This design comes from an exercise in tuning for small area on the open sky130 flow, not from production work. Function was checked by simulation only, so behaviour that the tests miss may differ from the original. No driver is modelled on the clock port, so clocking that relies on it looks cheaper here than on a real chip. Power is estimated from default activity; no workload was simulated.

==> flow/design.v <==
module counter_and_display(clk,rst,SEC_low,SEC_high,MIN_low,MIN_high,HOUR_low,HOUR_high,key0,key1,key2,key3);
input clk;
input rst;
input key0,key1,key2,key3;
output [6:0] SEC_low;
output [6:0] SEC_high;
output [6:0] MIN_low;
output [6:0] MIN_high;
output [6:0] HOUR_low;
output [6:0] HOUR_high;
reg [9:0] pre;
reg [3:0] ks;
reg [3:0] kp;
reg [3:0] s_lo;
reg [2:0] s_hi;
reg [3:0] m_lo;
reg [2:0] m_hi;
reg [5:0] h;
wire [3:0] s_lo_d; wire [2:0] s_hi_d; wire [3:0] m_lo_d; wire [2:0] m_hi_d; wire [5:0] h_d;
wire tc, s9, s5, sc, s_hi_en, m9, m0, m5, mh0, mz, m59, mdn, mup, mcu, mcd, hdn, hup;
wire [9:0] prel = pre ^ 10'd0;
wire [3:0] ksl = ks ^ 4'd0;
wire [3:0] kpl = kp ^ 4'd0;
assign tc = (~pre[0] & ~pre[1] & pre[2] & ~pre[3] & ~pre[4] & pre[5] & ~pre[6] & pre[7] & ~pre[8] & pre[9]);
assign s9 = (s_lo[0] & ~s_lo[1] & ~s_lo[3]);
assign s5 = (~s_hi[0] & ~s_hi[1]);
assign sc = tc & s9 & s5;
assign s_hi_en = tc & s9;
assign m9 = (~m_lo[0] & m_lo[3]);
assign m0 = (~m_lo[2] & m_lo[3]);
assign m5 = (m_hi[0] & ~m_hi[2]);
assign mh0 = (~m_hi[0] & m_hi[1]);
assign mz = m0 & mh0;
assign m59 = m9 & m5;
assign mdn = kpl[1];
assign mup = kpl[0] | sc;
assign hdn = kpl[3] | (~kpl[2] & kpl[1] & mz);
assign hup = ~kpl[3] & (kpl[2] | (mup & m59));
assign mcd = mdn & m0;
assign mcu = ~mdn & mup & m9;
assign s_lo_d[0] = (s_lo[0] & ~tc) | (rst) | (s_lo[0] & ~s_lo[2]) | (~s_lo[0] & s_lo[2] & tc);
assign s_lo_d[1] = (~s_lo[0] & ~rst & tc) | (s_lo[1] & ~s_lo[2] & ~s_lo[3] & ~rst) | (s_lo[1] & ~rst & ~tc);
assign s_lo_d[2] = (s_lo[2] & ~tc) | (rst) | (~s_lo[2] & ~s_lo[3] & tc) | (~s_lo[1] & s_lo[3]) | (s_lo[0] & s_lo[2] & s_lo[3]);
assign s_lo_d[3] = (s_lo[3] & ~tc) | (rst) | (~s_lo[2] & ~s_lo[3] & tc) | (s_lo[0] & ~s_lo[1] & tc) | (~s_lo[1] & ~s_lo[3] & tc);
assign s_hi_d[0] = (rst) | (~s_hi[1] & s_hi_en) | (s_hi[0] & s_hi[2]) | (~s_hi[2] & ~s_hi_en);
assign s_hi_d[1] = ~((~s_hi[1] & ~s_hi_en) | (rst) | (s_hi[1] & s_hi[2] & s_hi_en) | (~s_hi[0] & s_hi_en));
assign s_hi_d[2] = (s_hi[2] & ~s_hi_en) | (rst) | (s_hi[1] & ~s_hi[2] & s_hi_en) | (~s_hi[1] & s_hi[2]) | (~s_hi[0]);
assign m_lo_d[0] = (m_lo[0] & ~mdn & ~mup) | (rst) | (~m_lo[0] & mdn) | (~m_lo[0] & mup);
assign m_lo_d[1] = (rst) | (m_lo[0] & ~m_lo[1] & mdn) | (~m_lo[0] & ~m_lo[1] & ~mdn & mup) | (m_lo[0] & m_lo[1] & ~m_lo[3] & ~mdn) | (~m_lo[0] & m_lo[1] & mdn) | (m_lo[1] & ~mdn & ~mup) | (~m_lo[0] & m_lo[2] & ~m_lo[3] & mdn);
assign m_lo_d[2] = ~((~m_lo[2] & ~mdn & ~mup) | (rst) | (~m_lo[0] & ~m_lo[1] & ~m_lo[2] & ~mdn) | (m_lo[0] & m_lo[1] & ~m_lo[2] & ~m_lo[3] & mdn) | (~m_lo[0] & m_lo[2] & mdn) | (m_lo[2] & m_lo[3] & mup) | (m_lo[1] & m_lo[2] & ~mdn & mup) | (~m_lo[1] & m_lo[3] & mdn));
assign m_lo_d[3] = (rst) | (~m_lo[0] & m_lo[1] & ~m_lo[2] & ~mdn & mup) | (~m_lo[0] & m_lo[3] & ~mdn) | (~m_lo[0] & ~m_lo[1] & ~m_lo[3] & mdn) | (~m_lo[2] & m_lo[3] & ~mup) | (~m_lo[2] & m_lo[3] & mdn) | (m_lo[3] & ~mdn & ~mup) | (m_lo[0] & ~m_lo[1] & ~m_lo[2] & ~mdn & mup);
assign m_hi_d[0] = ~((~m_hi[0] & ~mcd & ~mcu) | (rst) | (m_hi[0] & mcu) | (m_hi[0] & mcd));
assign m_hi_d[1] = (rst) | (~m_hi[2] & ~mcd & mcu) | (~m_hi[0] & m_hi[1]) | (~m_hi[0] & m_hi[2] & mcd) | (m_hi[1] & m_hi[2] & mcd) | (m_hi[1] & ~mcd & ~mcu);
assign m_hi_d[2] = ~((rst) | (~m_hi[1] & ~m_hi[2] & ~mcd) | (m_hi[0] & ~m_hi[2]) | (m_hi[0] & ~m_hi[1] & ~mcd & mcu) | (m_hi[1] & mcd) | (~m_hi[2] & ~mcd & ~mcu));
assign h_d[0] = ~((~h[0] & ~hdn & ~hup) | (rst) | (h[0] & hdn) | (h[0] & hup));
assign h_d[1] = (rst) | (h[0] & ~h[1] & ~hdn & hup) | (~h[0] & ~h[1] & hdn) | (~h[0] & h[1] & ~h[3] & ~hdn) | (h[0] & h[1] & hdn) | (h[1] & ~hdn & ~hup) | (h[1] & ~h[5] & hdn) | (h[0] & h[3] & hdn) | (h[3] & h[4] & ~hdn);
assign h_d[2] = (rst) | (~h[5]) | (h[0] & ~h[1] & ~h[2] & ~hdn & hup) | (~h[0] & h[2] & ~h[3]) | (h[0] & h[2] & hdn) | (h[1] & h[2] & ~hdn) | (~h[0] & h[1] & ~h[3] & hdn) | (~h[1] & h[2] & ~hup) | (~h[1] & h[3]);
assign h_d[3] = ~((rst) | (~h[0] & h[3] & hdn) | (~h[1] & h[2] & ~h[3]) | (h[1] & ~h[3] & ~hdn) | (~h[2] & hdn) | (h[0] & h[2] & ~h[3]) | (~h[0] & ~h[1]) | (~h[2] & ~hup) | (h[1] & ~h[3] & ~h[4] & h[5]) | (h[0] & h[3] & ~hdn & hup));
assign h_d[4] = ~((rst) | (~h[3] & ~h[4] & h[5]) | (~h[5] & ~hdn) | (h[0] & ~h[4] & hdn) | (~h[0] & ~h[4] & h[5]) | (~h[1] & ~h[5]) | (~h[0] & h[1] & h[2] & ~h[3] & h[4] & hdn) | (~h[4] & ~hdn & ~hup) | (h[0] & h[1] & h[3] & ~hdn & hup));
assign h_d[5] = (rst) | (~h[0] & h[1] & ~h[5] & hdn) | (~h[2]) | (h[0] & ~h[1] & ~hdn & hup) | (~h[1] & h[5]) | (h[4] & ~hup) | (~h[0] & h[3]) | (h[0] & ~h[3] & h[5]) | (~h[0] & h[5] & ~hdn) | (h[4] & hdn);
assign SEC_low[0] = (~s_lo[0] & s_lo[3]);
assign SEC_low[1] = (s_lo[1] & ~s_lo[2] & ~s_lo[3]) | (s_lo[0] & s_lo[1] & s_lo[2] & s_lo[3]);
assign SEC_low[2] = (s_lo[1] & s_lo[2] & ~s_lo[3]);
assign SEC_low[3] = (~s_lo[0] & s_lo[2]);
assign SEC_low[4] = (~s_lo[2] & ~s_lo[3]) | (~s_lo[0]);
assign SEC_low[5] = (~s_lo[0] & ~s_lo[1]) | (s_lo[2] & ~s_lo[3]);
assign SEC_low[6] = (~s_lo[1] & s_lo[2]);
assign SEC_high[0] = (s_hi[1] & s_hi[2]);
assign SEC_high[1] = (~s_hi[0] & ~s_hi[1]);
assign SEC_high[2] = (~s_hi[1] & ~s_hi[2]);
assign SEC_high[3] = (s_hi[1] & s_hi[2]);
assign SEC_high[4] = (s_hi[1]) | (~s_hi[0]);
assign SEC_high[5] = (~s_hi[2]) | (s_hi[0] & s_hi[1]);
assign SEC_high[6] = (s_hi[0] & s_hi[2]);
assign MIN_low[0] = ~((~m_lo[2]) | (~m_lo[0] & m_lo[3]) | (m_lo[1]));
assign MIN_low[1] = (~m_lo[0] & ~m_lo[1] & ~m_lo[2]) | (m_lo[0] & m_lo[1] & ~m_lo[2] & ~m_lo[3]);
assign MIN_low[2] = (m_lo[0] & m_lo[1] & m_lo[2]);
assign MIN_low[3] = (~m_lo[0] & m_lo[2] & ~m_lo[3]) | (m_lo[0] & ~m_lo[1] & m_lo[3]);
assign MIN_low[4] = (~m_lo[0]) | (m_lo[2] & m_lo[3]);
assign MIN_low[5] = (~m_lo[0] & m_lo[1]) | (m_lo[2] & ~m_lo[3]);
assign MIN_low[6] = (~m_lo[0] & m_lo[2] & ~m_lo[3]) | (m_lo[1] & m_lo[3]);
assign MIN_high[0] = (~m_hi[1] & ~m_hi[2]) | (m_hi[1] & m_hi[2]);
assign MIN_high[1] = (m_hi[0] & ~m_hi[2]);
assign MIN_high[2] = (~m_hi[0] & m_hi[2]);
assign MIN_high[3] = (~m_hi[1] & ~m_hi[2]) | (m_hi[1] & m_hi[2]);
assign MIN_high[4] = (~m_hi[1] & ~m_hi[2]) | (m_hi[0]);
assign MIN_high[5] = (m_hi[2]);
assign MIN_high[6] = (~m_hi[0] & m_hi[1]) | (m_hi[1] & m_hi[2]);
assign HOUR_low[0] = (~h[0] & h[1] & ~h[2]) | (h[0] & h[1] & h[2] & ~h[3]);
assign HOUR_low[1] = (~h[0] & ~h[1] & ~h[2]) | (h[0] & h[1] & ~h[2]);
assign HOUR_low[2] = (~h[0] & ~h[1] & h[2]);
assign HOUR_low[3] = (h[0] & ~h[1] & ~h[2]) | (~h[0] & h[1] & ~h[2]) | (h[0] & h[1] & h[2] & ~h[3]);
assign HOUR_low[4] = (h[0]) | (h[1] & ~h[2]);
assign HOUR_low[5] = ~((~h[0] & ~h[2]) | (h[1] & ~h[2]) | (~h[0] & h[1]) | (h[3]));
assign HOUR_low[6] = (h[0] & ~h[1] & ~h[2]) | (h[1] & h[2] & ~h[3]);
assign HOUR_high[0] = (h[4]);
assign HOUR_high[1] = 1'b0;
assign HOUR_high[2] = (~h[5]);
assign HOUR_high[3] = (h[4]);
assign HOUR_high[4] = (h[4]);
assign HOUR_high[5] = (~h[5]) | (h[4]);
assign HOUR_high[6] = (h[5]);
always @(posedge clk) begin
	if (rst | tc) pre <= 10'd453;
	else pre <= {prel[8:0], ~(prel[6] ^ prel[9])} ^ 10'd0;
	if (rst) begin
		ks <= 4'd15;
		kp <= 4'd0;
	end else begin
		ks <= {key3,key2,key1,key0} ^ 4'd0;
		kp <= (~{key3,key2,key1,key0} & ksl) ^ 4'd0;
	end
	s_lo <= s_lo_d; s_hi <= s_hi_d;
	m_lo <= m_lo_d; m_hi <= m_hi_d;
	h <= h_d;
end
endmodule
==> flow/flow/run.sh <==
#!/bin/bash
set -o pipefail
export BUFFER_PORTS_ARGS="-buffer_cell sky130_fd_sc_hd__buf_1"
export CLK_TREE_N=2
export CLK_TREE_BUF=sky130_fd_sc_hd__clkbuf_8
export PRE_CTS_TCL=$PWD/flow/clk_tree.tcl
export CTS_ARGS="-clk_nets clk -dont_use_dummy_load -buf_list {sky130_fd_sc_hd__clkbuf_8}"
bash standard.sh > standard.log 2>&1
==> flow/flow/clk_tree.tcl <==
# Drive the register clock pins from CLK_TREE_N clock buffers (each placed at the
# centre of its group of registers), all fed from the clock port. Runs before
# clock_tree_synthesis, which then finds the clock already buffered.
set block [ord::get_db_block]
set dbu [$block getDbUnitsPerMicron]
set k $::env(CLK_TREE_N)
set pins {}
foreach pin [get_pins -of_objects [get_nets clk]] {
  if {[get_property $pin direction] ne "input"} { continue }
  set inst [[sta::sta_to_db_pin $pin] getInst]
  set bb [$inst getBBox]
  lappend pins [list $pin [expr {([$bb xMin] + [$bb xMax]) / 2.0 / $dbu}] [expr {([$bb yMin] + [$bb yMax]) / 2.0 / $dbu}]]
}
set n [llength $pins]
# k-means on the pin locations, seeded along x
set sorted [lsort -real -index 1 $pins]
set cent {}
for {set i 0} {$i < $k} {incr i} {
  set p [lindex $sorted [expr {int(($i + 0.5) * $n / $k)}]]
  lappend cent [list [lindex $p 1] [lindex $p 2]]
}
for {set iter 0} {$iter < 50} {incr iter} {
  set groups [lrepeat $k {}]
  foreach p $pins {
    set best 0; set bd 1e30
    for {set i 0} {$i < $k} {incr i} {
      set c [lindex $cent $i]
      set d [expr {pow([lindex $p 1] - [lindex $c 0], 2) + pow([lindex $p 2] - [lindex $c 1], 2)}]
      if {$d < $bd} { set bd $d; set best $i }
    }
    lset groups $best [concat [lindex $groups $best] [list $p]]
  }
  set cent {}
  foreach g $groups {
    set sx 0; set sy 0
    foreach p $g { set sx [expr {$sx + [lindex $p 1]}]; set sy [expr {$sy + [lindex $p 2]}] }
    set m [llength $g]
    if {$m == 0} { set m 1 }
    lappend cent [list [expr {$sx / $m}] [expr {$sy / $m}]]
  }
}
set i 0
foreach g $groups c $cent {
  if {[llength $g] == 0} { continue }
  set loads {}
  foreach p $g { lappend loads [lindex $p 0] }
  puts "clk_tree: buffer $i drives [llength $g] clock pins at ($c)"
  insert_buffer -buffer_cell $::env(CLK_TREE_BUF) -net clk -load_pins $loads -location $c -buffer_name clkleaf_buf$i -net_name clknet_leaf$i
  incr i
}
==> flow/standard.sh <==
#!/bin/bash
# synth_recipe.tcl (not shown) runs the flow's synth.tcl, then flattens the netlist and writes it again
# the make line also repeats each setting of config.mk as NAME=value (left out here)
make -C /OpenROAD-flow-scripts/flow DESIGN_CONFIG=/design/flow/config.mk WORK_HOME=/design/flow/orfs CLKGATE_MAP_FILE= SYNTH_SCRIPT=/design/flow/synth_recipe.tcl "${@:-finish}"
==> flow/config.mk <==
export PLATFORM = sky130hd
export DESIGN_NAME = counter_and_display
export DESIGN_NICKNAME = counter_and_display
export VERILOG_FILES = /design/flow/design.v
export SDC_FILE = /design/flow/constraint.sdc
export NUM_CORES = 4
export LEC_CHECK = 0
export ABC_AREA = 1
export CAP_MARGIN = 20
export CORE_MARGIN = 2
export CORE_UTILIZATION = 40
export SLEW_MARGIN = 20
==> flow/constraint.sdc <==
create_clock -name core_clock -period 10.0 [get_ports {clk}]
set_input_delay 2.0000 -clock core_clock [delete_from_list [all_inputs] [get_ports {clk}]]
set_output_delay 2.0000 -clock core_clock [all_outputs]
set_load 0.01 [all_outputs]
==> impl_results.md, run 1 <==
* Outcome: complete, no violations
* Fraction of registers with async set/reset at 0%
* Ranking of synthesized cells by area: dfxtp_1 (36%), nand2_1 (9.4%), nor2_1 (8.3%)
* Unrepaired setup endpoints after global routing: no
* VDD IR-drop max at 0.0000860 V
* DR vias/cell at 4.81
* Area Overhead vs Synth at 8.76%
* Final-layout fill cell count at 541
* Crit Path Max Fanout at 10
* Vias in the first global route at 1725
* Post-route cell area at 2300 sq um
* Global-route wire length before repair at 7670 um
* Initial antenna violation count at 0
* Tmin final at 3390 ps
* Ratio of cells with drive above 1 in the final layout at 8.93%
* Number of buffers and inverters on the critical path at 2
* Ant. Diodes at 0
* Hold Violations, Final at 0
* Worst path cell trace: inv_2 > nor2_2 > nand2_1 > nand3_1 > buf_1
* Die height at 76.7 um
* Core area at 5110 sq um
* Placed inst area at 2270 sq um
* Critical Path Source Type: flip-flop
* Syn Inst Count at 314
* DIE AREA at 5880 sq um
* Detailed Routing Iterations Pass 1 at 4
* Final worst slack at 6610 ps
* DRC Markers at 0
* Primary FF master, synth: dfxtp_1
* Slowest CP cell: dfxtp_1
* Port bufs at 46
* TNS Setup at 0 ps
* DPL Wire Length at 3460 um
* Synth Warn # at 1
* Pwr dens at 133 nW/um^2
* Post-synth cell types at 38
* Multi-input gate area at 1070 sq um
* Worst-path clk slew at 110 ps
* FF/Latch Area at 761 sq um
* Final wirelength at 4490 um
* Pre-CTS setup slack at 6790 ps
* Wirelength per Cell at 10.8 um
* Initial core utilization at 41.4%
* Setup CP Type: reg -> out
* Final #Nets at 357
* Fmax at 0.295 GHz
* Total gr overflow at 0
* Final setup fails at 0
* Final Power at 305 uW
* Post-CTS resize count at 0
* Worst min path class: reg -> reg
* Io pins at 48
* Clock Latency Late Sink at 160 ps
* Synth Cell Area at 2110 sq um
* ANT nets after route at 0
* Largest net degree at the start of global routing at 21
* Slowest stage delay, CP at 550 ps
* Syn_nets at 322
* Worst-case clock skew at 1.34 ps
* Critical Path RT at 8000 ps
* Synth Register Bits at 38
* Synth Area per Inst at 6.73 sq um
* Synth area leader: dfxtp_1
* Via count at 2004
* GP Congestion at 0.838
* Post-synthesis sequential area ratio at 36.0%
* Leading cell type in the layout, fill and taps excluded: nand2_1
* Max capacitance violation total at 0
* Post-synth EDFFs at 0
* Total Routing Usage GR at 15.0%
* Max-slew violations at 0
* Synth top area share at 36.0%
* Tcrit/Tclk final at 33.9%
* Die Wd at 76.7 um
* Critical path data arrival time at 1390 ps
* Commonest non-fill, non-tap cells in the layout: nand2_1 (53), nor2_1 (47), buf_1 (46), inv_1 (41), dfxtp_1 (38)
* Num rows at 26
* Crit path capture type: output pin
* # hold bufs at CTS at 0
* DR iter-0 viols at 94
* CP top delay family: flip-flops
* Setup bufs post-CTS at 0
* Lkg Pwr at 1.09 nW
state kept, by name, indices dropped and copies added, names as in the netlist:
name / flops
m_hi: 3
m_lo: 4
ks: 4
kp: 4
h: 6
pre: 10
s_hi: 3
s_lo: 4
power by group:
group          total (mW)  switching, mW  internal [mW]  leakage [nW]
registers           0.172         0.0109          0.161         0.313
clock network      0.0561         0.0374         0.0187        0.0144
logic              0.0777         0.0501         0.0276         0.759
total               0.305         0.0984          0.207          1.09
worst paths after layout:
check                 to  slack (ps)    start  cells past startpoint
max          HOUR_low[3]        6610     h[1]                      5
min                kp[3]         410    ks[3]                      2
max reg2reg         h[3]        8360  m_lo[3]                      9
min reg2reg        kp[3]         410    ks[3]                      2
logic make-up after synthesis:
| logic type | after synthesis | share of synthesized area, % |
|---|---|---|
| buffers and inverters | 63 | 13.6 |
| other | 1 | 0.177 |
| adder cells (fa/ha/maj) | 2 | 1.18 |
| flip-flops | 38 | 36.0 |
| AND/OR/NAND/NOR | 152 | 33.7 |
| XOR/XNOR | 1 | 0.414 |
| AO/OA/AOI/OAI | 57 | 15.0 |
through the flow:
stage	hold WS (ps)	instances	utilization (%)
2_1_floorplan	392	314	-
3_3_place_gp	395	415	44.5
3_5_place_dp	397	415	44.5
4_1_cts	397	417	45.0
5_1_grt	437	417	45.0
6_report	412	417	45.0
cells in the mapped netlist (3+ instances only):
cell	instances
a21oi_1	19
buf_4	11
clkbuf_1	3
dfxtp_1	38
inv_1	41
inv_2	5
nand2_1	53
nand2_2	3
nand2_4	3
nand3_1	13
nand4_1	4
nor2_1	47
nor3_1	10
nor3_2	3
o211ai_1	3
o21ai_0	23
or2_2	8
worst min-delay path, cell delays in order (launching register included):
cell,delay [ps]
dfxtp_1,310
inv_1,40
nor2_1,30
final cells by class, without the clock buffers:
class	count	share of cell area, %
tap	70	3.81
inverter	47	7.67
sequential	38	33.1
timing repair buffer	47	7.83
multi-input combinational	213	46.4
per-layer routing:
metal | GRT usage (%) | part of all wire [%] | up-vias
met1 | 22.0 | 49 | 870
met3 | 1.29 | 5.9 | 4
met4 | 1.64 | 0.89 | 0
met5 | 0 | 0 | -
li1 | - | - | 1072
met2 | 24.7 | 44 | 58
==> inputs of run 2 (changes only) <==
==> flow/flow/run.sh (replaced) <==
#!/bin/bash
set -o pipefail
export BUFFER_PORTS_ARGS="-buffer_cell sky130_fd_sc_hd__buf_1"
export CLK_TREE_N=4
export CLK_TREE_BUF=sky130_fd_sc_hd__clkbuf_4
export PRE_CTS_TCL=$PWD/flow/clk_tree.tcl
export CTS_ARGS="-clk_nets clk -dont_use_dummy_load -buf_list {sky130_fd_sc_hd__clkbuf_4}"
bash standard.sh > standard.log 2>&1
==> impl_results.md, run 2 <==
* Detailed Routing Iterations Pass 1 at 4
* Slowest stage delay, CP at 560 ps
* DIE AREA at 5880 sq um
* Ratio of cells with drive above 1 in the final layout at 9.46%
* Initial antenna violation count at 0
* Synth Area per Inst at 6.73 sq um
* Num rows at 26
* Clock Latency Late Sink at 170 ps
* Crit Path Max Fanout at 10
* Post-synth cell types at 38
* Critical Path RT at 8000 ps
* Post-synthesis sequential area ratio at 36.0%
* Final Power at 306 uW
* Via count at 2027
* Synth Cell Area at 2110 sq um
* Synth Register Bits at 38
* Primary FF master, synth: dfxtp_1
* Total gr overflow at 0
* Die height at 76.7 um
* Io pins at 48
* Ranking of synthesized cells by area: dfxtp_1 (36%), nand2_1 (9.4%), nor2_1 (8.3%)
* Lkg Pwr at 1.09 nW
* Max-slew violations at 0
* Final-layout fill cell count at 542
* Fraction of registers with async set/reset at 0%
* Syn_nets at 322
* Syn Inst Count at 314
* Post-synth EDFFs at 0
* Total Routing Usage GR at 15.2%
* Multi-input gate area at 1070 sq um
* Post-CTS resize count at 0
* Initial core utilization at 41.4%
* Pwr dens at 133 nW/um^2
* Setup CP Type: reg -> out
* Die Wd at 76.7 um
* Outcome: complete, no violations
* Leading cell type in the layout, fill and taps excluded: nand2_1
* Ant. Diodes at 0
* Port bufs at 46
* Max capacitance violation total at 0
* Largest registers: pre x10, h x6
* Setup bufs post-CTS at 0
* Final setup fails at 0
* Core area at 5110 sq um
* Synth top area share at 36.0%
* Worst-case clock skew at 24.3 ps
* Synth Warn # at 1
* DR iter-0 viols at 106
* Slowest CP cell: dfxtp_1
* Worst path cell trace: inv_2 > nor2_2 > nand2_1 > nand3_1 > buf_1
* Post-synth top cells: nand2_1 (53), nor2_1 (47), inv_1 (41)
* Fin cells at 419
* Critical path data arrival time at 1420 ps
* ANT nets after route at 0
* DRC Markers at 0
* Worst min path class: reg -> reg
* Cell with the most instances after synthesis: nand2_1
* Largest Register: pre
* Fmax at 0.293 GHz
* Area Overhead vs Synth at 8.88%
* Commonest non-fill, non-tap cells in the layout: nand2_1 (53), nor2_1 (47), buf_1 (46), inv_1 (41), dfxtp_1 (38)
* GP Congestion at 0.838
* Largest net degree at the start of global routing at 18
* Synth area leader: dfxtp_1
* Crit path capture type: output pin
* DPL Wire Length at 3460 um
* Global-route wire length before repair at 7730 um
* VDD IR-drop max at 0.0000796 V
* Number of flip-flops in the largest register at 10
* TNS Setup at 0 ps
* Unrepaired setup endpoints after global routing: no
* Inst Count DP at 415
* Wirelength per Cell at 10.9 um
* Final #Nets at 359
* Tmin final at 3420 ps
* Worst-path clk slew at 120 ps
* Hold Violations, Final at 0
* Final wirelength at 4560 um
* DR vias/cell at 4.84
* Vias in the first global route at 1732
* Critical Path Source Type: flip-flop
* FF/Latch Area at 761 sq um
* Tcrit/Tclk final at 34.2%
* # hold bufs at CTS at 0
-- run 2: layout make-up, without the clock buffers --
class	count	area share, %
inverter	47	7.66
timing repair buffer	47	7.83
tap	70	3.80
multi-input combinational	213	46.4
sequential	38	33.0
-- run 2: per-stage QoR --
| stage | area, sq um | util [%] | worst slack, ps | hold WS (ps) |
|---|---|---|---|---|
| 2_1_floorplan | 2110 | - | 6960 | 392 |
| 3_3_place_gp | 2270 | 44.5 | 6830 | 395 |
| 3_5_place_dp | 2270 | 44.5 | 6790 | 397 |
| 4_1_cts | 2300 | 45.1 | 6780 | 397 |
| 5_1_grt | 2300 | 45.1 | 6490 | 437 |
| 6_report | 2300 | 45.1 | 6580 | 410 |
-- run 2: layer usage --
| metal | part of all wire (%) | GRT usage (%) |
|---|---|---|
| met5 | 0 | 0 |
| met3 | 5.8 | 1.88 |
| met4 | 1.3 | 2.18 |
| met2 | 44 | 24.4 |
| met1 | 49 | 22.3 |
-- run 2: critical path, delay by kind of cell (launching register included) --
kind / cells / cell delay (ps)
flops: 1 / 560
buf+inv: 2 / 290
simple gates: 3 / 390
-- run 2: final timing paths --
check                            from     endpoint  slack, ps  cells past startpoint
worst min register to register  ks[3]        kp[3]        410                      2
worst min-delay path            ks[3]        kp[3]        410                      2
worst max register to register  kp[1]         h[3]       8360                      9
worst max-delay path             h[1]  HOUR_low[3]       6580                      5
-- run 2: cells by family (layout without fill, tap and decap cells) --
family                     Yosys count  count (layout)  share of synthesized area, %
AOI/OAI and AO/OA                   57              57                          15.0
xor gates and xnor gates             1               1                         0.414
adders and majority gates            2               2                          1.18
buffers and inverters               63              98                          13.6
DFF                                 38              38                          36.0
other                                1               1                         0.177
and+or+nand+nor                    152             152                          33.7
-- run 2: power by group --
| part | internal, mW | switching (mW) |
|---|---|---|
| Combinational | 0.0276 | 0.0501 |
| Sequential | 0.161 | 0.0110 |
| Clock | 0.0192 | 0.0377 |
| Total | 0.207 | 0.0988 |
==> inputs of run 3 (changes only) <==
==> flow/flow/run.sh (replaced) <==
#!/bin/bash
# The standard layout (standard.sh: standard synthesis, floorplan, placement,
# routing) with three changes, made through ORFS's own hooks:
#  - the port buffers are the smallest buffer cell (buf_1);
#  - after floorplan, logic cells are swapped for the smallest drive strength of
#    their family (flow/downsize.tcl);
#  - the clock port drives 2 clock buffers, each feeding the registers of one half
#    of the core (flow/clk_tree.tcl, run just before clock tree synthesis, which
#    then finds the clock already buffered).
# Each tool's output goes to standard.log here and to ORFS's logs under orfs/.
set -o pipefail
export BUFFER_PORTS_ARGS="-buffer_cell sky130_fd_sc_hd__buf_1"
export POST_FLOORPLAN_TCL=$PWD/flow/downsize.tcl
export CLK_TREE_N=2
export CLK_TREE_BUF=sky130_fd_sc_hd__clkbuf_8
export PRE_CTS_TCL=$PWD/flow/clk_tree.tcl
export CTS_ARGS="-clk_nets clk -dont_use_dummy_load -buf_list {sky130_fd_sc_hd__clkbuf_8}"
bash standard.sh > standard.log 2>&1
==> flow/flow/downsize.tcl (new file) <==
# Swap every logic cell for the smallest cell of its family (same function, other
# drive strength): synthesis upsizes gates for a speed the 10 ns clock does not need.
# Registers, buffers, tie cells and physical cells are left alone.
set block [ord::get_db_block]
set db [ord::get_db]
set area {}
foreach lib [$db getLibs] {
  foreach m [$lib getMasters] {
    set name [$m getName]
    if {[regexp {^(sky130_fd_sc_hd__[a-z0-9]+)_([0-9]+)$} $name -> fam drive]} {
      if {[llength [get_lib_cells -quiet $name]] == 0} { continue }
      if {[get_property [get_lib_cells $name] dont_use]} { continue }
      dict lappend area $fam [list $name [expr {[$m getWidth] * [$m getHeight]}]]
    }
  }
}
set n 0
foreach inst [$block getInsts] {
  set name [[$inst getMaster] getName]
  if {![regexp {^(sky130_fd_sc_hd__([a-z0-9]+))_([0-9]+)$} $name -> fam base drive]} { continue }
  if {[regexp {^(df|sdf|edf|dl|buf|clkbuf|clkdly|dlygate|dlymetal|conb|tap|fill|decap|diode|probe|lpflow|macro|bufbuf|bufinv)} $base]} { continue }
  if {![dict exists $area $fam]} { continue }
  set best [lindex [lsort -integer -index 1 [dict get $area $fam]] 0]
  set cur [expr {[[$inst getMaster] getWidth] * [[$inst getMaster] getHeight]}]
  if {[lindex $best 1] < $cur} {
    replace_cell [$inst getName] [lindex $best 0]
    incr n
  }
}
puts "downsize: $n cells swapped for a smaller drive strength"
==> impl_results.md, run 3 <==
* Fraction of registers with async set/reset at 0%
* Synth Area in Compound Gates at 15.0%
* Post-route cell area at 2230 sq um
* GP Congestion at 0.861
* Setup CP Type: reg -> out
* Lkg Pwr at 1.06 nW
* R2R depth at 9
* Crit path capture type: output pin
* Critical Path RT at 8000 ps
* Worst-case clock skew at 11.4 ps
* Number of flip-flops in the largest register at 10
* Die Wd at 76.7 um
* VDD IR-drop max at 0.0000833 V
* Post-synth cell types at 38
* Synth Register Bits at 38
* Final wirelength at 4390 um
* Slowest stage delay, CP at 540 ps
* Origin of the worst setup path: h[1]
* Max capacitance violation total at 0
* Max-slew violations at 0
* Post-synth EDFFs at 0
* WL met2 at 1920 um
* Worst Setup EP: HOUR_low[3]
* DPL Wire Length at 3350 um
* Reg2reg end: h[5]
* Vias in the first global route at 1681
* Synth Cell Area at 2110 sq um
* TNS Setup at 0 ps
* Port bufs at 46
* Largest registers: pre x10, h x6
* Placed inst area at 2200 sq um
* Post-synthesis xor/xnor area fraction at 0.414%
* Initial core utilization at 41.4%
* Outcome: complete, no violations
* Synth Warn # at 1
* Via count at 2029
* Global-route wire length before repair at 7400 um
* Setup bufs post-CTS at 0
* Largest family of logic cells by synthesized area: simple AND/OR/NAND/NOR gates
* Met3 wire length at 306 um
* Worst path cell trace: inv_2 > nor2_1 > nand2_1 > nand3_1 > buf_1
* DR vias/cell at 4.87
* Hold Violations, Final at 0
* Synth top area share at 36.0%
* Critical path data arrival time at 1470 ps
* Die height at 76.7 um
* Final #Nets at 357
* Num rows at 26
* Crit Path Max Fanout at 10
* DIE AREA at 5880 sq um
* Ant. Diodes at 0
* Wirelength per Cell at 10.5 um
* Post-CTS resize count at 0
* Io pins at 48
* Tmin final at 3470 ps
* # hold bufs at CTS at 0
* Leading cell type in the layout, fill and taps excluded: nand2_1
* Unrepaired setup endpoints after global routing: no
* Post-synth top cells: nand2_1 (53), nor2_1 (47), inv_1 (41)
* Primary FF master, synth: dfxtp_1
* Worst-path clk slew at 120 ps
* Syn_nets at 322
* Ranking of synthesized cells by area: dfxtp_1 (36%), nand2_1 (9.4%), nor2_1 (8.3%)
* Largest Register: pre
* DRC Markers at 0
* Synth area leader: dfxtp_1
* Post-synthesis sequential area ratio at 36.0%
* Fmax at 0.289 GHz
* Ratio of cells with drive above 1 in the final layout at 4.61%
* Initial antenna violation count at 0
* Synth Area per Inst at 6.73 sq um
* Slowest CP cell: dfxtp_1
* ANT nets after route at 0
* Top layer in use: met4
* R2r setup slk at 8130 ps
* Total gr overflow at 0
* DR iter-0 viols at 96
* Worst min path class: reg -> reg
* Commonest non-fill, non-tap cells in the layout: nand2_1 (59), nor2_1 (50), buf_1 (46), inv_1 (41), dfxtp_1 (38)
* Clock Latency Late Sink at 170 ps
* Detailed Routing Iterations Pass 1 at 4
* Pwr dens at 136 nW/um^2
* Syn Inst Count at 314
* Synth Area in Adders at 1.18%
* Largest net degree at the start of global routing at 21
* Core area at 5110 sq um
* M1 WL at 2130 um
* Worst reg2reg path startpoint: s_lo[0]
* Cell with the most instances after synthesis: nand2_1
* Simple-gate area share of the yosys netlist at 33.7%
* Proportion of synthesized area in mux cells at 0%
* Tcrit/Tclk final at 34.7%
* Area Overhead vs Synth at 5.33%
* Final Power at 302 uW
* Total Routing Usage GR at 14.2%
* Critical Path Source Type: flip-flop
* Final setup fails at 0
run 3: worst min path at each step:
stage	from	end	slack, ps	cells past startpoint
floorplan	ks[1]	kp[1]	390	2
global placement	ks[0]	kp[0]	400	2
detailed placement	ks[0]	kp[0]	400	2
CTS	ks[0]	kp[0]	400	2
global route	ks[2]	kp[2]	420	2
finish	ks[2]	kp[2]	400	2
run 3: area by class of cell, without the clock buffers:
class | count | area [sq um]
Multi-Input combinational cell | 213 | 995
Timing Repair Buffer | 47 | 180
Inverter | 47 | 176
Fill cell | 542 | 2880
Sequential cell | 38 | 761
Tap cell | 70 | 87.6
run 3: power breakdown:
| group | total (mW) | leakage [nW] | internal, mW | switching, mW |
|---|---|---|---|---|
| Combinational | 0.0747 | 0.731 | 0.0263 | 0.0484 |
| Clock | 0.0562 | 0.0144 | 0.0187 | 0.0375 |
| Sequential | 0.172 | 0.313 | 0.161 | 0.0109 |
| Total | 0.302 | 1.06 | 0.206 | 0.0968 |
run 3: critical path: cells and delay by family, from the launching register on:
kind | cells | cell delay [ps]
buffers and inverters | 2 | 280
flip-flops | 1 | 540
AND/OR/NAND/NOR | 3 | 460
run 3: kinds of logic (layout without fill, tap and decap cells):
kind of cell             count (synthesis)  count (layout)
AO/OA/AOI/OAI                           57              57
XOR/XNOR                                 1               1
adder cells (fa/ha/maj)                  2               2
buffers and inverters                   63              96
flip-flops                              38              38
other                                    1               1
AND/OR/NAND/NOR                        152             152
run 3: routing by layer:
layer | global-route usage (%) | vias up
met5 | 0 | -
met4 | 1.64 | 0
met3 | 0.824 | 4
met2 | 23.4 | 71
met1 | 20.9 | 881
li1 | - | 1073
run 3: metrics by stage:
step	instances	hold WS, ps	worst slack (ps)	util (%)
after detailed placement	415	401	6760	43.1
after global routing	417	419	6380	43.6
after CTS	417	401	6750	43.6
after floorplan	314	392	6960	-
final	417	404	6530	43.6
after global placement	415	396	6800	43.1
==> inputs of run 4 (changes only) <==
==> flow/flow/run.sh (replaced) <==
#!/bin/bash
set -o pipefail
export BUFFER_PORTS_ARGS="-buffer_cell sky130_fd_sc_hd__buf_1"
export CTS_ARGS="-sink_clustering_enable -repair_clock_nets -dont_use_dummy_load -buf_list {sky130_fd_sc_hd__clkbuf_8}"
bash standard.sh > standard.log 2>&1
removed: flow/flow/clk_tree.tcl
removed: flow/flow/downsize.tcl
==> impl_results.md, run 4 <==
* Total gr overflow at 0
* VDD IR-drop max at 0.0000746 V
* Ratio of cells with drive above 1 in the final layout at 9.71%
* Detailed Routing Iterations Pass 1 at 4
* Commonest non-fill, non-tap cells in the layout: nand2_1 (53), nor2_1 (47), buf_1 (46), inv_1 (41), dfxtp_1 (38)
* DPL Wire Length at 3460 um
* Slowest stage delay, CP at 530 ps
* Unrepaired setup endpoints after global routing: no
* Max Buffers Root-to-Sink at 2
* Critical Path Source Type: flip-flop
* Synth top area share at 36.0%
* Vias in the first global route at 1748
* Critical Path RT at 8000 ps
* Syn_nets at 322
* Final setup fails at 0
* Pwr dens at 146 nW/um^2
* Setup bufs post-CTS at 0
* Synth Area per Inst at 6.73 sq um
* Largest family of logic cells by synthesized area: simple AND/OR/NAND/NOR gates
* R2R depth at 9
* DR iter-0 viols at 114
* Slowest CP cell: dfxtp_1
* Hold Path Stages at 2
* Total Routing Usage GR at 16.4%
* Syn Inst Count at 314
* Largest net degree at the start of global routing at 18
* DIE AREA at 5880 sq um
* Lkg Pwr at 1.11 nW
* # hold bufs at CTS at 0
* Die Wd at 76.7 um
* Largest registers: pre x10, h x6
* TNS Setup at 0 ps
* Post-CTS resize count at 0
* CTS tree: done
* Fmax at 0.286 GHz
* Primary FF master, synth: dfxtp_1
* Synth Cell Area at 2110 sq um
* Final worst slack at 6510 ps
* Max-slew violations at 0
* H-tree depth at 2
* CTS Buf Count at 5
* Crit Path Max Fanout at 10
* Simple-gate area share of the yosys netlist at 33.7%
* Worst-path clk slew at 70 ps
* Worst min path class: reg -> reg
* CTS root buffer: clkbuf_8
* Initial core utilization at 41.4%
* Hold Violations, Final at 0
* Worst reg2reg path startpoint: m_lo[3]
* Setup CP Type: reg -> out
* Synth Area in Compound Gates at 15.0%
* Leading cell type in the layout, fill and taps excluded: nand2_1
* Tmin final at 3490 ps
* Tcrit/Tclk final at 34.9%
* DR vias/cell at 4.88
* Largest Register: pre
* Via count at 2049
* Fraction of registers with async set/reset at 0%
* Initial antenna violation count at 0
* Pre-CTS setup slack at 6790 ps
* Wirelength per Cell at 11.1 um
* Global-route wire length before repair at 7860 um
* Io pins at 48
* Outcome: complete, no violations
* Area Overhead vs Synth at 10.7%
* Hold WS at 399 ps
* Post-synth EDFFs at 0
* Synth Register Bits at 38
* Post-synthesis sequential area ratio at 36.0%
* Core area at 5110 sq um
* Post-synthesis xor/xnor area fraction at 0.414%
* Origin of the worst setup path: h[1]
* Worst Setup EP: HOUR_low[3]
* Max capacitance violation total at 0
* Num rows at 26
* Die height at 76.7 um
* ANT nets after route at 0
* Synth Area in Adders at 1.18%
* Final wirelength at 4640 um
* Post-synth cell types at 38
* Number of flip-flops in the largest register at 10
* Ant. Diodes at 0
* Port bufs at 46
* Synth Warn # at 1
* Reg2reg end: h[3]
* Synth area leader: dfxtp_1
* Ranking of synthesized cells by area: dfxtp_1 (36%), nand2_1 (9.4%), nor2_1 (8.3%)
* Post-synth top cells: nand2_1 (53), nor2_1 (47), inv_1 (41)
* Cell with the most instances after synthesis: nand2_1
* R2r setup slk at 8340 ps
* Worst path cell trace: inv_2 > nor2_2 > nand2_1 > nand3_1 > buf_1
* GP Congestion at 0.838
* Proportion of synthesized area in mux cells at 0%
* Worst-case clock skew at 12.6 ps
* Final #Nets at 360
* Crit path capture type: output pin
* Clk sinks at 38
* DRC Markers at 0
* Critical path data arrival time at 1490 ps
* Clock Latency Late Sink at 280 ps
-- run 4: cell families (layout without fill, tap and decap cells) --
kind of cell    count (synthesis)  after routing
simple gates                  152            152
buf+inv                        63             99
compound gates                 57             57
flops                          38             38
fa+ha+maj                       2              2
other cells                     1              1
xor+xnor                        1              1
-- run 4: area by class of cell --
class	instances	area [sq um]
fillers	540	2770
multi-input cells	213	1070
flip-flops and latches	38	761
repair buffers	47	180
inverters	47	176
well taps	70	87.6
clock buffers	5	68.8
-- run 4: routing by layer --
| layer | GRT usage [%] | share of wire [%] | vias up |
|---|---|---|---|
| li1 | - | - | 1080 |
| met1 | 23.1 | 48 | 888 |
| met2 | 24.1 | 44 | 74 |
| met3 | 3.88 | 6.9 | 7 |
| met4 | 6.18 | 1.4 | 0 |
| met5 | 0 | 0 | - |
-- run 4: worst min path at each step --
| stage | start | end | slack, ps |
|---|---|---|---|
| finish | ks[1] | kp[1] | 400 |
| detailed placement | ks[3] | kp[3] | 400 |
| CTS | ks[1] | kp[1] | 400 |
| global route | ks[1] | kp[1] | 420 |
| global placement | ks[3] | kp[3] | 400 |
| floorplan | ks[1] | kp[1] | 390 |
-- run 4: report_power, final --
part / internal [mW] / switching (mW)
combinational: 0.0276 / 0.0507
clock: 0.0449 / 0.0479
sequential: 0.161 / 0.0109
total: 0.233 / 0.110
-- run 4: per-stage QoR --
stage | instances | area [sq um] | util (%) | total power [mW]
after floorplan | 314 | 2110 | - | 0.236
after global placement | 415 | 2270 | 44.5 | 0.253
after detailed placement | 415 | 2270 | 44.5 | 0.252
after CTS | 420 | 2340 | 45.8 | 0.347
after global routing | 420 | 2340 | 45.8 | 0.368
final | 420 | 2340 | 45.8 | 0.343
-- run 4: critical path, delay by kind of cell (launching register included) --
family	cells	cell delay, ps
AND/OR/NAND/NOR	3	400
buffers and inverters	2	290
flip-flops	1	530

[what the ideal ports hide]
In the flow no input, the clock included, has a driving cell. The finished layouts below were timed again as built, in two steps. Step 1 assumes that a clkbuf_16 drives the clock port and a buf_2 every other input. Step 2 times the ports against the registers' clock, not the clock port: input delays grow and output delays shrink by t, the midpoint of the rising clock arrivals with the driver on. a / b / c = ideal ports / drivers / drivers and shift; a / b = the first two.
run	shift t [ns]	setup WS [ns]	latest minus earliest clock arrival (ns)	worst data-port slew with drivers (ns)
run 1	0.200	6.615 / 6.579 / 6.778	0.001 / 0.001	0.03
run 2	0.211	6.582 / 6.532 / 6.743	0.024 / 0.024	0.03
run 3	0.198	6.534 / 6.500 / 6.698	0.011 / 0.011	0.03
run 4	0.306	6.507 / 6.477 / 6.763	0.013 / 0.013	0.03
After both steps setup and hold are still met in every run listed.
